This is an optimization exercise on Yosys and OpenROAD, whose aim is small area, a short achievable clock period and few clock cycles, not a production implementation.
Where RTL was checked, it was by simulation tests only, not by an equivalence proof against the original.
Power is estimated from default activity; no workload was simulated.

// core
module core (
    input  logic clk,
    input  logic rst_n,
    input  logic [31:0] dmem_rdata,
    output logic [31:0] dmem_wdata,
    output logic [31:0] dmem_addr,
    output logic        dmem_wen,
    output logic  [3:0] dmem_wr_mask,
    input  logic [31:0] imem_rdata,
    output logic [31:0] imem_addr
);
Size: ~1200 flip-flops, roughly 170 I/O pins, about 59000 um2 of cells after synthesis.
make LEC_CHECK=0 CAP_MARGIN=20 CORE_MARGIN=2 CORE_UTILIZATION=50 SETUP_SLACK_MARGIN=0.2 SLEW_MARGIN=20 finish   # period 12.0 ns
run.sh (not shown) runs the stock make flow with config.mk's settings and CLKGATE_MAP_FILE= SYNTH_SCRIPT=/design/flow/synth_recipe.tcl, a recipe that flattens the netlist after the stock synthesis.
The baseline passed the timing, DRC and antenna checks.
Change:
--- a/flow/config.mk
+++ b/flow/config.mk
@@ -7,2 +7,3 @@
 export LEC_CHECK = 0
+export ABC_CLOCK_PERIOD_IN_PS = 5000
 export CAP_MARGIN = 20
@@ -10,3 +11,3 @@
 export CORE_UTILIZATION = 50
-export SETUP_SLACK_MARGIN = 0.2
+export SETUP_SLACK_MARGIN = 5
 export SLEW_MARGIN = 20
After rerunning:
- The changed run completed without violations
- total power increases by about 2.5%
- clock skew stays flat
- combinational power rises by about 9%
- cell area goes up by 2.6%
- global-route usage went up by 0.62 points
- critical path depth goes down by 4
- via count rose by about 1.1%
- register-to-register slack gets better by 0.61 ns
No functional check of the RTL was part of any run of this note.

========
Setup of onyx:
core, a different RTL version from the one above (not shown whole).
For scale: roughly 5200 cells after synthesis, ~1200 flip-flops, ~170 I/O pins, ~0.061 mm² of cells after synthesis.
export LEC_CHECK = 0
export CAP_MARGIN = 20
export CORE_MARGIN = 2
export CORE_UTILIZATION = 50
export SLEW_MARGIN = 20
create_clock -name core_clock -period 12.0 [get_ports {clk}]
standard.sh (not shown) runs the stock make flow with config.mk's settings and CLKGATE_MAP_FILE= SYNTH_SCRIPT=/design/flow/synth_recipe.tcl, a recipe that flattens the netlist after the stock synthesis.
==> flow/flow/run.sh <==
#!/bin/bash
# Layout flow: the standard ORFS flow (standard.sh, unchanged synthesis) with
# stronger timing repair and a smaller clock tree. Extra make variables:
#   SETUP_SLACK_MARGIN  repair setup slack beyond the clock period's (flow/margin.txt)
#   MATCH_CELL_FOOTPRINT=0  let repair resize cells across footprints
#   BUFFER_PORTS_ARGS   buffer every port with a plain buffer cell
#   CTS_ARGS            larger sink clusters, no dummy loads
# Each tool's output goes to the ORFS logs under orfs/logs; make's own output to flow_make.log.
set -euo pipefail
MARGIN=$(cat flow/margin.txt)
EXTRA="SETUP_SLACK_MARGIN=$MARGIN MATCH_CELL_FOOTPRINT=0 'BUFFER_PORTS_ARGS=-buffer_cell sky130_fd_sc_hd__buf_4'"
EXTRA="$EXTRA 'CTS_ARGS=-sink_clustering_enable -repair_clock_nets -dont_use_dummy_load -sink_clustering_size 40 -sink_clustering_max_diameter 60'"
sed -e "s|CLKGATE_MAP_FILE= |CLKGATE_MAP_FILE= $EXTRA |" standard.sh > flow_standard.sh
grep -q "SETUP_SLACK_MARGIN=$MARGIN" flow_standard.sh
bash flow_standard.sh > flow_make.log 2>&1
test -f out/final.def
==> flow/flow/margin.txt <==
7.5
Testbench counts of onyx, summed over its fixed seeds: cycles 76,389.
The inputs of juniper differ from those of onyx as listed below.
# onyx
export LEC_CHECK = 0
export CAP_MARGIN = 20
export CORE_MARGIN = 2
export CORE_UTILIZATION = 50
export SLEW_MARGIN = 20
create_clock -name core_clock -period 12.0 [get_ports {clk}]
# juniper
export LEC_CHECK = 0
export CAP_MARGIN = 20
export CORE_MARGIN = 2
export CORE_UTILIZATION = 33
export SLEW_MARGIN = 20
create_clock -name core_clock -period 12.0 [get_ports {clk}]
Findings:
The higher worst setup slack of juniper and onyx is in juniper.
Side by side, first-iteration DRC count turned out higher in juniper than in onyx.
Compared with onyx, in juniper number of different library cells in the post-synthesis netlist roughly the same; non-clock buffer count -19; total area of multi-input combinational cells did not really move; number of iterations in the first detailed-routing pass saw a decrease.
The following lists how harbor was set up differently from juniper:
# juniper
export LEC_CHECK = 0
export CAP_MARGIN = 20
export CORE_MARGIN = 2
export CORE_UTILIZATION = 33
export SLEW_MARGIN = 20
create_clock -name core_clock -period 12.0 [get_ports {clk}]
# harbor
export LEC_CHECK = 0
export CAP_MARGIN = 20
export CORE_MARGIN = 2
export CORE_UTILIZATION = 40
export SLEW_MARGIN = 20
create_clock -name core_clock -period 12.0 [get_ports {clk}]
-- flow/flow/run.sh --
<<< juniper, line 10
MARGIN=$(cat flow/margin.txt)
EXTRA="SETUP_SLACK_MARGIN=$MARGIN MATCH_CELL_FOOTPRINT=0 'BUFFER_PORTS_ARGS=-buffer_cell sky130_fd_sc_hd__buf_4'"
EXTRA="$EXTRA 'CTS_ARGS=-sink_clustering_enable -repair_clock_nets -dont_use_dummy_load -sink_clustering_size 40 -sink_clustering_max_diameter 60'"
>>> harbor, line 10
MARGIN=$(cat flow/margin.txt)
EXTRA="SETUP_SLACK_MARGIN=$MARGIN MATCH_CELL_FOOTPRINT=0 'BUFFER_PORTS_ARGS=-buffer_cell sky130_fd_sc_hd__buf_2'"
EXTRA="$EXTRA 'CTS_ARGS=-sink_clustering_enable -repair_clock_nets -dont_use_dummy_load -sink_clustering_size 40 -sink_clustering_max_diameter 60'"
Findings:
In the tables for juniper and harbor, shortest period the worst path allows reads higher with juniper.
Normalized max-slew margin was lower in the run labelled harbor.
Mean routed wirelength per cell of harbor exceeds that of juniper by a few percent.
harbor has count of placed standard cells in the final layout, fillers left out below what juniper had.
Going from juniper to harbor, the sequential share of layout area was found to have gone up by 0.52 points.

-- static timing again, ports no longer ideal --
In the flow no input, the clock included, has a driving cell. The finished layouts below were timed again as built, in two steps. Step 1: set_driving_cell puts a clkbuf_16 on clk and a buf_2 on each other input, an assumption about the parent block. Step 2 also shifts input and output timing later by t, the mid clock arrival at the registers, as if the neighbouring blocks saw the same clock. Slacks: ideal ports / drivers / drivers and shift; pairs: ideal ports / drivers.
run	shift t [ns]	slack for setup (ns)	slew at the worst register clock pin (ns)	worst slew at a driven data input, ns
the first run of note 1	0.818	1.985 / 1.906 / 2.724	0.07 / 0.07	0.17
the second run of note 1	0.815	4.798 / 4.851 / 4.036	0.07 / 0.07	0.18
onyx	0.801	6.996 / 6.938 / 6.137	0.11 / 0.11	0.19
juniper	0.831	7.189 / 7.044 / 6.213	0.10 / 0.10	0.30
harbor	0.838	7.360 / 7.305 / 6.467	0.10 / 0.10	0.20
After both steps every run listed still meets setup and hold. The setup slack of juniper, which loses most, moves by -0.145 ns with the drivers and by -0.976 ns with both steps.
